From an optimization exercise on the open Yosys and OpenROAD flow, aimed at small area and a short achievable clock period; shortcuts taken in it are not production practice. In this exercise RTL edits were held to simulation tests only and were not proved equivalent to the original.

==> flow/config.mk <==
export PLATFORM = sky130hd
export DESIGN_NAME = pa_pipeline
export DESIGN_NICKNAME = pa_pipeline
export VERILOG_FILES = /design/flow/design.v
export SDC_FILE = /design/flow/constraint.sdc
export NUM_CORES = 4
export LEC_CHECK = 0
export ABC_AREA = 1
export CAP_MARGIN = 20
export CORE_MARGIN = 2
export CORE_UTILIZATION = 60
export SLEW_MARGIN = 20
export SETUP_SLACK_MARGIN = 63
export BUFFER_PORTS_ARGS = -buffer_cell sky130_fd_sc_hd__buf_4
==> flow/constraint.sdc <==
create_clock -name core_clock -period 80.0 [get_ports {clk}]
set_input_delay 16.0000 -clock core_clock [delete_from_list [all_inputs] [get_ports {clk}]]
set_output_delay 16.0000 -clock core_clock [all_outputs]
set_load 0.01 [all_outputs]
==> flow/design.v <==
module fetch(output [4:0]     rs,
             output [4:0]     rt,
             output [4:0]     rd,
             output reg [1:0] op,
             output           valid,
             input [31:0]     instr_in,
             input [1:0]      op_in,
             input            rst,
             input            clk);
   reg [31:0] instr;
   reg        live;
   always @(posedge clk) begin
      live  <= ~rst;
      instr <= instr_in;
      op    <= op_in;
   end
   assign valid = live & (instr != 32'd0);
   assign rs = instr[25:21];
   assign rt = instr[20:16];
   assign rd = instr[15:11];
endmodule  
module decode (output [31:0]  read_a,
               output [31:0]  read_b,
               input [4:0]    f_rs,
               input [4:0]    f_rt,
               input [1023:0] regfile);
   reg [31:0] a, b;
   integer    i;
   always @* begin
      a = 32'd0;
      b = 32'd0;
      for (i = 0; i < 32; i = i + 1) begin
         a = a | (regfile[i*32 +: 32] & {32{f_rs == i}});
         b = b | (regfile[i*32 +: 32] & {32{f_rt == i}});
      end
   end
   assign read_a = a;
   assign read_b = b;
endmodule  
module execute(output reg [4:0]  out_rd,
               output reg [31:0] out_data,
               output            wr_en,
               output [4:0]      wr_addr,
               output [31:0]     wr_data,
               input [31:0]      read_a,
               input [31:0]      read_b,
               input [4:0]       f_rd,
               input [1:0]       f_op,
               input             f_valid,
               input             rst,
               input             clk);
   localparam J0 = 25, J1 = 17, J2 = 11, J3 = 5;
   localparam WBK = 18;    
   function automatic [32:0] div_row;    
      input [31:0] rem;
      input [31:0] d;
      input integer j;
      input integer kind;
      reg [31:0] t, G, P, Gn, Pn;
      reg        dz, ge;
      integer    k, s, w, l;
      begin
         w = 32 - j;
         t = rem >> j;
         dz = 1'b1;
         for (k = 0; k < 32; k = k + 1)
           if (k >= w && d[k]) dz = 1'b0;
         for (k = 0; k < 32; k = k + 1) begin
            G[k] = ~t[k] & d[k];
            P[k] = ~t[k] | d[k];
         end
         if (kind == 0) begin
            for (s = 1; s < 32; s = s * 2) begin
               Gn = G; Pn = P;
               for (k = 0; k < 32; k = k + 1)
                 if (k >= s && k < w) begin
                    Gn[k] = G[k] | (P[k] & G[k-s]);
                    Pn[k] = P[k] & P[k-s];
                 end
               G = Gn; P = Pn;
            end
         end else if (kind == 1) begin
            for (s = 1; s < 32; s = s * 2)
              for (k = 2*s - 1; k < 32; k = k + 2*s)
                if (k < w) begin
                   G[k] = G[k] | (P[k] & G[k-s]);
                   P[k] = P[k] & P[k-s];
                end
            for (s = 8; s >= 1; s = s / 2)
              for (k = 3*s - 1; k < 32; k = k + 2*s)
                if (k < w) begin
                   G[k] = G[k] | (P[k] & G[k-s]);
                   P[k] = P[k] & P[k-s];
                end
         end else if (kind == 2) begin
            for (k = 1; k < 32; k = k + 1)
              if (k < w) begin
                 G[k] = G[k] | (P[k] & G[k-1]);
                 P[k] = P[k] & P[k-1];
              end
         end else begin
            for (s = 1; s < 32; s = s * 2)
              for (k = 0; k < 32; k = k + 1)
                if ((k & s) && k < w) begin
                   G[k] = G[k] | (P[k] & G[(k & ~(s-1)) - 1]);
                   P[k] = P[k] & P[(k & ~(s-1)) - 1];
                end
         end
         ge = dz & ~G[w-1];
         div_row[31:0] = rem;
         for (k = 0; k < 32; k = k + 1)
           if (k < w)
             div_row[j+k] = t[k] ^ (ge & (d[k] ^ (k == 0 ? 1'b0 : G[k-1])));
         div_row[32] = ge;
      end
   endfunction
   function automatic [31:0] booth_mul;
      input [31:0] a;
      input [31:0] b;
      reg [32:0] bx;
      reg [31:0] pp, sum;
      reg [2:0]  dig;
      reg        one, two, neg;
      integer    i, k;
      begin
         bx = {b, 1'b0};
         sum = 32'd0;
         for (i = 0; i < 16; i = i + 1) begin
            dig = bx[2*i +: 3];
            one = dig[0] ^ dig[1];
            two = (dig == 3'b011) | (dig == 3'b100);
            neg = dig[2] & ~(dig[1] & dig[0]);
            pp = 32'd0;
            for (k = 0; k < 32; k = k + 1)
              if (k >= 2*i)
                pp[k] = ((one & a[k-2*i]) | (two & (k > 2*i ? a[k-2*i-1] : 1'b0))) ^ neg;
            sum = sum + pp + ({31'd0, neg} << (2*i));
         end
         booth_mul = sum;
      end
   endfunction
   reg [31:0] r0, q0;
   always @* begin : c0
      reg [32:0] row;
      integer j;
      r0 = read_a;
      q0 = 32'd0;
      for (j = 31; j >= J0; j = j - 1) begin
         row = div_row(r0, read_b, j, 32 - j >= WBK ? 1 : 2);
         r0 = row[31:0];
         q0[j] = row[32];
      end
      if (f_op != 2'b11)
        r0 = read_a;
   end
   reg [31:0]  s1_rem, s1_b;
   reg [31:J0] s1_q;
   reg [1:0]   s1_op;
   reg [4:0]   s1_rd;
   reg         s1_v;
   always @(posedge clk) begin
      s1_v   <= f_valid & ~rst;
      s1_rem <= r0;
      s1_q   <= q0[31:J0];
      s1_b   <= read_b;
      s1_op  <= f_op;
      s1_rd  <= f_rd;
   end
   reg [31:0] r1, q1, res1;
   always @* begin : c1
      reg [32:0] row;
      integer j;
      r1 = s1_rem;
      q1 = 32'd0;
      q1[31:J0] = s1_q;
      for (j = J0 - 1; j >= J1; j = j - 1) begin
         row = div_row(r1, s1_b, j, 32 - j >= WBK ? 1 : 2);
         r1 = row[31:0];
         q1[j] = row[32];
      end
      case (s1_op)
        2'b00, 2'b01: res1 = s1_rem + (s1_b ^ {32{s1_op[0]}}) + s1_op[0];
        2'b10: res1 = booth_mul(s1_rem, s1_b);
        default: res1 = s1_b;
      endcase
   end
   reg [31:0]  s2_rem, s2_d;
   reg [31:J1] s2_q;
   reg         s2_div, s2_v;
   reg [4:0]   s2_rd;
   always @(posedge clk) begin
      s2_rem  <= r1;
      s2_q    <= q1[31:J1];
      s2_d    <= res1;
      s2_div  <= s1_op == 2'b11;
      s2_rd   <= s1_rd;
      s2_v    <= s1_v & ~rst;
   end
   reg [31:0] r2, q2;
   always @* begin : c2
      reg [32:0] row;
      integer j;
      r2 = s2_rem;
      q2 = 32'd0;
      q2[31:J1] = s2_q;
      for (j = J1 - 1; j >= J2; j = j - 1) begin
         row = div_row(r2, s2_d, j, 32 - j >= WBK ? 1 : 2);
         r2 = row[31:0];
         q2[j] = row[32];
      end
   end
   reg [31:0]  s3_rem, s3_d;
   reg [31:J2] s3_q;
   reg         s3_div, s3_v;
   reg [4:0]   s3_rd;
   always @(posedge clk) begin
      s3_rem  <= r2;
      s3_q    <= q2[31:J2];
      s3_d    <= s2_d;
      s3_div  <= s2_div;
      s3_rd   <= s2_rd;
      s3_v    <= s2_v & ~rst;
   end
   reg [31:0] r3, q3;
   always @* begin : c3
      reg [32:0] row;
      integer j;
      r3 = s3_rem;
      q3 = 32'd0;
      q3[31:J2] = s3_q;
      for (j = J2 - 1; j >= J3; j = j - 1) begin
         row = div_row(r3, s3_d, j, 32 - j >= WBK ? 1 : 2);
         r3 = row[31:0];
         q3[j] = row[32];
      end
   end
   reg [31:0]  s4_rem, s4_d;
   reg [31:J3] s4_q;
   reg         s4_div, s4_v;
   reg [4:0]   s4_rd;
   always @(posedge clk) begin
      s4_rem  <= r3;
      s4_q    <= q3[31:J3];
      s4_d    <= s3_d;
      s4_div  <= s3_div;
      s4_rd   <= s3_rd;
      s4_v    <= s3_v & ~rst;
   end
   reg [31:0] r4, q4;
   always @* begin : c4
      reg [32:0] row;
      integer j;
      r4 = s4_rem;
      q4 = 32'd0;
      q4[31:J3] = s4_q;
      for (j = J3 - 1; j >= 0; j = j - 1) begin
         row = div_row(r4, s4_d, j, 32 - j >= WBK ? 1 : 2);
         r4 = row[31:0];
         q4[j] = row[32];
      end
   end
   assign wr_en   = s4_v;
   assign wr_addr = s4_rd;
   assign wr_data = s4_div ? q4 : s4_d;
   always @(posedge clk) begin
      if (rst) begin
         out_rd   <= 5'd0;
         out_data <= 32'd0;
      end else if (s4_v) begin
         out_rd   <= wr_addr;
         out_data <= wr_data;
      end
   end
endmodule  
module writeback(output [1023:0] regfile,
                 input           write_en,
                 input [4:0]     write_addr,
                 input [31:0]    write_data,
                 input           rst,
                 input           clk);
   localparam [1023:0] INIT = {
      32'h45bafcea, 32'hee5789aa, 32'hea0c5a27, 32'h6f96f3f7,
      32'hf949358b, 32'h7542d788, 32'h0e2b660c, 32'hd2f99200,
      32'h9e5e40fb, 32'haf87bfe2, 32'h011635f4, 32'h786740fd,
      32'ha44e5587, 32'h87bbdd41, 32'hc75a7602, 32'hf3b1fbfa,
      32'h16de2d22, 32'h40b81c62, 32'he8064845, 32'h505200eb,
      32'h49afad3b, 32'hd369366a, 32'h5d7358e9, 32'h93d13470,
      32'h6604223b, 32'h187dfe03, 32'ha3c8a3e3, 32'haf33e6a0,
      32'h7b3cee55, 32'h2411d091, 32'h5db58acc, 32'h00000000};
   reg          rst_q;
   reg [1023:0] rf;
   assign regfile = rf;
   always @(posedge clk)
     rst_q <= rst;
   wire [31:0] data1 = write_data | {32{rst_q}};
   wire [31:0] data0 = write_data & ~{32{rst_q}};
   genvar i, b;
   generate
      for (i = 0; i < 32; i = i + 1) begin : g_reg
         wire en = rst_q | (write_en & (write_addr == i));
         for (b = 0; b < 32; b = b + 1) begin : g_bit
            always @(posedge clk)
              if (en)
                rf[i*32 + b] <= INIT[i*32 + b] ? data1[b] : data0[b];
         end
      end
   endgenerate
endmodule  
module pa_pipeline(input         clk,
                   input         rst,
                   input [31:0]  instr_in,
                   input [1:0]   op_in,
                   output [4:0]  wb_addr,
                   output [31:0] wb_data);
   wire [4:0]    f_rs, f_rt, f_rd;
   wire [1:0]    f_op;
   wire          f_valid;
   wire [31:0]   read_a, read_b;
   wire          wr_en;
   wire [4:0]    wr_addr;
   wire [31:0]   wr_data;
   wire [1023:0] regfile;
   fetch m0(f_rs, f_rt, f_rd, f_op, f_valid, instr_in, op_in, rst, clk);
   decode m1(read_a, read_b, f_rs, f_rt, regfile);
   execute m2(wb_addr, wb_data, wr_en, wr_addr, wr_data, read_a, read_b, f_rd,
              f_op, f_valid, rst, clk);
   writeback m3(regfile, wr_en, wr_addr, wr_data, rst, clk);
endmodule  
==> flow/flow/run.sh <==
#!/bin/bash
# Own flow: the standard layout (standard synthesis, same clock and
# constraints), with the timing repair steps asked to leave 63 ns of
# setup slack at the 80 ns clock, so that they size and buffer the logic
# instead of stopping as soon as the 80 ns clock is met, and with plain
# buffers (buf_4) as the port buffers.
export SETUP_SLACK_MARGIN=63
echo "export SETUP_SLACK_MARGIN = 63" >> config.mk
echo "export BUFFER_PORTS_ARGS = -buffer_cell sky130_fd_sc_hd__buf_4" >> config.mk
cp config.mk config_used.txt
bash standard.sh > standard.log 2>&1
==> flow/standard.sh <==
#!/bin/bash
# synth_recipe.tcl (not shown) runs the flow's synth.tcl, then flattens the netlist and writes it again
# the make line also repeats each setting of config.mk as NAME=value (left out here)
make -C /OpenROAD-flow-scripts/flow DESIGN_CONFIG=/design/flow/config.mk WORK_HOME=/design/flow/orfs CLKGATE_MAP_FILE= SYNTH_SCRIPT=/design/flow/synth_recipe.tcl "${@:-finish}"
==> results of run 1 <==
## area by class of cell
cell class	count	area, µm²
Fill cell	12600	51700
Timing Repair inverter	1	5.00
Inverter	1555	5860
Antenna cell	60	150
Multi-Input combinational cell	7713	46600
Timing Repair Buffer	365	2880
Clock inverter	69	865
Sequential cell	1452	39400
Clock buffer	203	4130
Tap cell	2044	2560
## routing by layer
metal / vias to the layer above / routed length [µm] / track usage
met5: - / 517 / 0.0242
met4: 44 / 34500 / 0.323
met3: 2151 / 69700 / 0.236
met2: 7975 / 159000 / 0.685
met1: 42500 / 140000 / 0.617
li1: 38100 / - / -
## registers in the layout (all words and copies together), names as in the netlist, 2 cells and up
register and flops:
m2.s1_rem 32, m3.rf 1024, m2.s1_op 2, m2.s1_b 32, m2.s3_q 21, m2.s4_rd 5
m2.s3_rd 5, m2.s3_rem 32, m2.s1_q 7, m2.s4_d 32, m2.out_rd 5, m0.instr 32
m2.s2_d 32, m2.out_data 32, m2.s2_q 15, m2.s3_d 32, m2.s2_rd 5, m2.s1_rd 5
m2.s2_rem 32, m2.s4_q 27, m0.op 2, m2.s4_rem 32
## stage by stage
| stage | util |
|---|---|
| 3_5_place_dp | 0.628 |
| 6_report | 0.665 |
| 4_1_cts | 0.662 |
| 2_1_floorplan | - |
| 3_3_place_gp | 0.628 |
| 5_1_grt | 0.664 |
## kinds of logic after synthesis
| kind of cell | count (synthesis) | synth area share |
|---|---|---|
| compound gates | 1993 | 0.143 |
| flops | 1452 | 0.423 |
| buf+inv | 2000 | 0.0848 |
| xor+xnor | 801 | 0.0756 |
| simple gates | 4541 | 0.209 |
| mux | 19 | 0.00215 |
| fa+ha+maj | 358 | 0.0631 |
## worst max-delay path by stage
stage | slack (ns) | from | end
after CTS | 62.71 | m2.out_data[0] | wb_data[0]
final | 62.73 | m2.out_rd[0] | wb_addr[0]
after floorplan | 63.37 | rst | m2.out_data[10]
after global placement | 62.68 | rst | m2.out_data[30]
after detailed placement | 62.59 | rst | m2.out_data[5]
after global routing | 62.71 | m2.out_data[0] | wb_data[0]
## layout by cell type (no fill, tap or decap), types with 41 or more instances in the layout
cell / n
a21oi_1: 286
a221oi_1: 271
a22oi_1: 41
buf_4: 324
clkbuf_16: 151
clkinv_1: 70
dfxtp_1: 385
diode_2: 60
edfxtp_1: 1024
fa_1: 188
ha_1: 160
inv_1: 1455
nand2_1: 2654
nand2_2: 50
nand3_1: 673
nand4_1: 188
nor2_1: 640
nor2_2: 59
o2111ai_1: 82
o211ai_1: 110
o21ai_0: 437
o21ai_1: 73
o221ai_1: 96
o22ai_1: 369
or2_2: 82
xnor2_1: 65
xor2_1: 733
## repair_timing
item	in CTS	in global routing
cloned	0	2
gates resized for setup	74	24
setup buffers	11	5
endpoints found under the setup margin	37	128
endpoints found under the hold margin	0	0
==> summary.txt, run 1 <==
Layout
  – Cell Count, Final, Fillers Out: 13500
  – Nets: 11600
  – Design area: 102000 µm²
  – Fraction of layout cells with a size suffix above 1: 0.0938
  – Area Growth Syn to Fin: 10.1%

Critical path
  – Reg2Reg Setup Slack: 63.66 ns
  – Worst reg2reg path depth: 84
  – CP max-delay cell: dfxtp_2
  – Crit. End Element: primary output
  – Buffers & Inverters on Critical Path: 1
  – Reg2reg end: m2.s1_rem[26]
  – Crit-path cells: buf_6
  – Crit path launch type: flop
  – Worst path max stage delay: 0.32 ns
  – WP depth: 1
  – CP arrival: 1.27 ns
  – Crit path max-delay family: flip-flops
  – Kind of critical path: flop to primary output
  – Worst Path Required: 64.00 ns
  – Worst r2r src: m0.instr[18]
  – CP max FO: 2

Yosys
  – Synthesized area: 93000 µm²
  – Syn Nets: 11500
  – Async SR Flop Fraction: 0
  – Top cell type's share of synthesized area: 0.331
  – Netlist cell types: 84
  – Top FF cell, synth: edfxtp_1
  – #FFs+latches synth: 1452
  – Number of enable flip-flop cells after synthesis: 1024
  – Yosys warns: 1399
  – Largest area contributor in the netlist: edfxtp_1
  – Most frequent cells after synthesis: nand2_1, inv_1, edfxtp_1
  – Synth Instances: 11200
  – Largest cells by area after synthesis: edfxtp_1, nand2_1, dfxtp_1, xor2_1, inv_1
  – Post-synthesis sequential area ratio: 0.423
  – Syn_area_per_cell: 8.33 µm²
  – Leading cell type by number of instances after synthesis: nand2_1

Clock tree
  – H-tree Lvls: 4
  – Post-CTS Hold Buffers: 0
  – CTS tree: built
  – Clk slew on worst S/H paths: 0.06 ns
  – Clock tree sinks: 1452
  – CTS max path bufs: 3
  – CTS Buf Count: 150
  – Clk root buf: clkbuf_16
  – Clk latency of the worst-skew pair: 0.86 ns

Drt
  – Via count: 90800
  – ANT nets after route: 0
  – # DRC: 0
  – Vias/cell: 6.75
  – Final WL: 403000 µm
  – Detailed Routing Iterations Pass 1: 10
  – Initial DRC Count: 14600
  – WL/cell: 30.0 µm

Floorplan
  – Die Ht: 398 µm
  – Std-Cell Core Area: 154000 µm²
  – Die X-Extent: 398 µm
  – I/O pin count: 73
  – Site Rows: 144
  – Die Area: 158000 µm²
  – Initial core utilization: 0.604

Place
  – DP Area: 96700 µm²
  – Pre-CTS WS: 62.59 ns
  – DP HPWL: 276000 µm
  – IO Port Bufs: 72
  – Cell total after placement: 13100
  – Routability cong.: 1.06

STA
  – Fmax: 57.9 MHz
  – Final period util: 0.216
  – Post-Route Setup TNS: 0 ns
  – RSZ-0062 raised after global routing: true
  – Final WS setup: 62.73 ns
  – Setup-failing EPs final: 0
  – Worst-Margin Slew: 1.41 ns
  – Max_slew headroom: 0.0632
  – Min Tclk post-route: 17.27 ns
  – Worst Clk Skew: 0.0714 ns
  – Max-slew violations: 0
  – Fin. Hold Viols: 0
  – Final hold slack: 0.304 ns

Global route
  – GR Overflow Total: 0
  – Initial antenna violation count: 37
  – First-pass GRT wire length: 564000 µm
  – Tot GR Track Use: 0.497
  – Vias in the first global route: 83000
  – Largest net degree at the start of global routing: 75

Flow run
  – Max-cap violations: 0

Run status
  – Status: timing/DRC/antenna clean

Min path
  – Hold path startpoint: m2.s3_q[21]
  – Hold EP: m2.s4_q[21]
  – HP Class: flop to flop
  – WHS Path Cells: 0
==> run 2, diff against run 1 <==
==> flow/run.sh (new file) <==
#!/bin/bash
# synth_recipe.tcl (not shown) runs the flow's synth.tcl, then flattens the netlist and writes it again
# the make line also repeats each setting of config.mk as NAME=value (left out here)
make -C /OpenROAD-flow-scripts/flow DESIGN_CONFIG=/design/flow/config.mk WORK_HOME=/design/flow/orfs CLKGATE_MAP_FILE= SYNTH_SCRIPT=/design/flow/synth_recipe.tcl finish
--- a/flow/config.mk
+++ b/flow/config.mk
@@ -8,7 +8,7 @@
 export ABC_AREA = 1
 export CAP_MARGIN = 20
 export CORE_MARGIN = 2
-export CORE_UTILIZATION = 60
+export CORE_UTILIZATION = 50
+export CTS_CLUSTER_DIAMETER = 60
+export CTS_CLUSTER_SIZE = 24
 export SLEW_MARGIN = 20
-export SETUP_SLACK_MARGIN = 63
-export BUFFER_PORTS_ARGS = -buffer_cell sky130_fd_sc_hd__buf_4
removed: flow/flow/run.sh
removed: flow/standard.sh
==> run 2 against run 1 <==
  * Still clean on timing, DRC and antenna
  * Register-to-register slack worse by 0.64 ns
  * Area after synthesis unchanged
  * Setup slack worse by 0.44 ns
==> summary.txt, run 2 <==
Yosys
  – Top FF cell, synth: edfxtp_1
  – Top cell type's share of synthesized area: 0.331
  – Synth Instances: 11200
  – Netlist cell types: 84
  – Syn Nets: 11500
  – Most frequent cells after synthesis: nand2_1, inv_1, edfxtp_1
  – Async SR Flop Fraction: 0
  – Yosys warns: 1399
  – Leading cell type by number of instances after synthesis: nand2_1
  – Post-synthesis sequential area ratio: 0.423
  – Number of enable flip-flop cells after synthesis: 1024
  – Largest area contributor in the netlist: edfxtp_1
  – Largest cells by area after synthesis: edfxtp_1, nand2_1, dfxtp_1, xor2_1, inv_1
  – Syn_area_per_cell: 8.33 µm²
  – Synthesized area: 93000 µm²
  – #FFs+latches synth: 1452

Layout
  – Fraction of layout cells with a size suffix above 1: 0.0797
  – Largest register FFs: 1024
  – Most frequent cells in the layout: nand2_1, inv_1, edfxtp_1
  – Biggest register: m3.rf
  – Core Util, Final: 0.549
  – Area Growth Syn to Fin: 9.24%
  – Design area: 102000 µm²
  – Commonest non-fill, non-tap cell in the layout: nand2_1
  – Fillers: 17100
  – Nets: 11600

Critical path
  – CP startpoint: m2.out_data[0]
  – Kind of critical path: flop to primary output
  – Crit-path cells: clkdlybuf4s50_1
  – CP arrival: 1.71 ns
  – Worst Path Required: 64.00 ns
  – Buffers & Inverters on Critical Path: 1
  – Crit path launch type: flop
  – Worst r2r src: m2.s4_d[0]
  – CP max FO: 2
  – Worst path max stage delay: 0.53 ns
  – Crit path max-delay family: buffers and inverters
  – Crit. End Element: primary output
  – CP max-delay cell: clkdlybuf4s50_1

Min path
  – Hold path startpoint: m2.s2_rem[2]
  – HP Class: flop to flop

Place
  – Routability cong.: 0.977
  – DP HPWL: 271000 µm
  – IO Port Bufs: 72
  – DP Area: 97400 µm²

STA
  – Max_slew headroom: 0.125
  – Worst Clk Skew: 0.121 ns
  – Fin. Hold Viols: 0
  – Worst-Margin Slew: 1.31 ns
  – Post-Route Setup TNS: 0 ns
  – Max-slew violations: 0
  – RSZ-0062 raised after global routing: false
  – Fmax: 56.5 MHz
  – Min Tclk post-route: 17.71 ns
  – Final period util: 0.221
  – Setup-failing EPs final: 0

Clock tree
  – Post-CTS Hold Buffers: 0
  – Clock tree sinks: 1452
  – CTS max path bufs: 3
  – CTS tree: built
  – Post-cts resize count: 0
  – CTS Buf Count: 114
  – Clk root buf: clkbuf_16
  – Clk latency of the worst-skew pair: 0.86 ns
  – Buffer count from post-CTS setup fixing: 0
  – H-tree Lvls: 3
  – Clk slew on worst S/H paths: 0.09 ns

Drt
  – Initial DRC Count: 10900
  – Final WL: 386000 µm
  – Via count: 85500
  – WL/cell: 28.1 µm
  – # DRC: 0
  – Detailed Routing Iterations Pass 1: 9
  – Vias/cell: 6.22
  – ANT nets after route: 0

Floorplan
  – Die Area: 190000 µm²
  – Std-Cell Core Area: 185000 µm²
  – I/O pin count: 73
  – Die Ht: 435 µm
  – Initial core utilization: 0.502
  – Die X-Extent: 435 µm
  – Site Rows: 158

Global route
  – Vias in the first global route: 79700
  – GR Overflow Total: 0
  – First-pass GRT wire length: 549000 µm
  – Initial antenna violation count: 19
  – Tot GR Track Use: 0.395
  – Largest net degree at the start of global routing: 76

Flow run
  – Max-cap violations: 0

Run status
  – Status: timing/DRC/antenna clean
[run 2: cell count changes in the layout (fill, tap and decap cells not counted), moves of 17 or more]
cell / delta
clkbuf_8: -17
buf_6: -38
clkdlybuf4s50_1: +72
diode_2: -52
clkbuf_1: -34
dfxtp_1: +39
dfxtp_2: -36
clkbuf_16: -36
buf_4: -58
[run 2: worst paths after layout]
path	to	slack (ns)	cells after the start
hold reg to reg	m2.s3_rem[2]	0.32	0
setup / recovery	wb_data[0]	62.29	1
setup reg to reg	m3.rf[160]	63.02	102
hold / removal	m2.s3_rem[2]	0.32	0
[run 2: routing by layer]
layer,vias to the layer above,routed length [µm],global-route usage
met5,-,96,0
li1,37900,-,-
met1,40700,140000,0.480
met2,5429,170000,0.621
met4,14,32900,0.265
met3,1531,43400,0.100
[run 2: cells by family (layout without fill, tap and decap cells)]
group | after synthesis | in the layout | share of synthesized area
simple gates | 4541 | 4541 | 0.209
buf+inv | 2000 | 2110 | 0.0848
compound gates | 1993 | 1993 | 0.143
flops | 1452 | 1452 | 0.423
xor+xnor | 801 | 801 | 0.0756
fa+ha+maj | 358 | 358 | 0.0631
mux | 19 | 19 | 0.00215
other cells | 0 | 8 | 0
[run 2: through the flow]
step                hold slack (ns)  instances  setup WS (ns)
floorplan                     0.310      11200          63.37
global placement              0.310      13500          62.60
detailed placement            0.312      13500          62.55
CTS                           0.325      13800          62.26
global route                  0.329      13800          60.99
finish                        0.323      13800          62.29
[run 2: cell type report]
type,instances,area [µm²],share of cell area
timing repair buffer,339,2730,0.0268
clock buffer,117,2890,0.0284
inverter,1555,5840,0.0575
antenna,8,20.0,0.000197
sequential,1452,39300,0.387
clock inverter,99,1290,0.0127
tap,2480,3100,0.0305
multi-input combinational,7712,46400,0.457

==> what the ideal ports hide <==
Ports are ideal in the flow. The routed layouts listed here were re-timed in OpenROAD. Step 1 (the two cells are an assumption about what drives the block):
set clk [get_ports {clk}]
set_driving_cell -lib_cell sky130_fd_sc_hd__clkbuf_16 $clk
set_driving_cell -lib_cell sky130_fd_sc_hd__buf_2 [delete_from_list [all_inputs] $clk]
Step 2 adds t to the input delays and takes it off the output delays; t is the mean of the earliest and latest rising clock arrival at the registers after step 1. Input paths then give back, and output paths get back, about the clock's delay inside the block. Slacks: ideal / step 1 / step 2; pairs: ideal / step 1.
| run | t, ns | setup slack, ns | pins driven straight from the clock port |
|---|---|---|---|
| run 1 | 0.911 | 62.730 / 62.636 / 62.535 | 1 |
| run 2 | 0.893 | 62.292 / 62.203 / 62.522 | 1 |
After both steps every run listed still meets setup and hold. For run 1, which loses most, drivers alone change the setup slack by -0.094 ns; drivers and shift together by -0.195 ns.
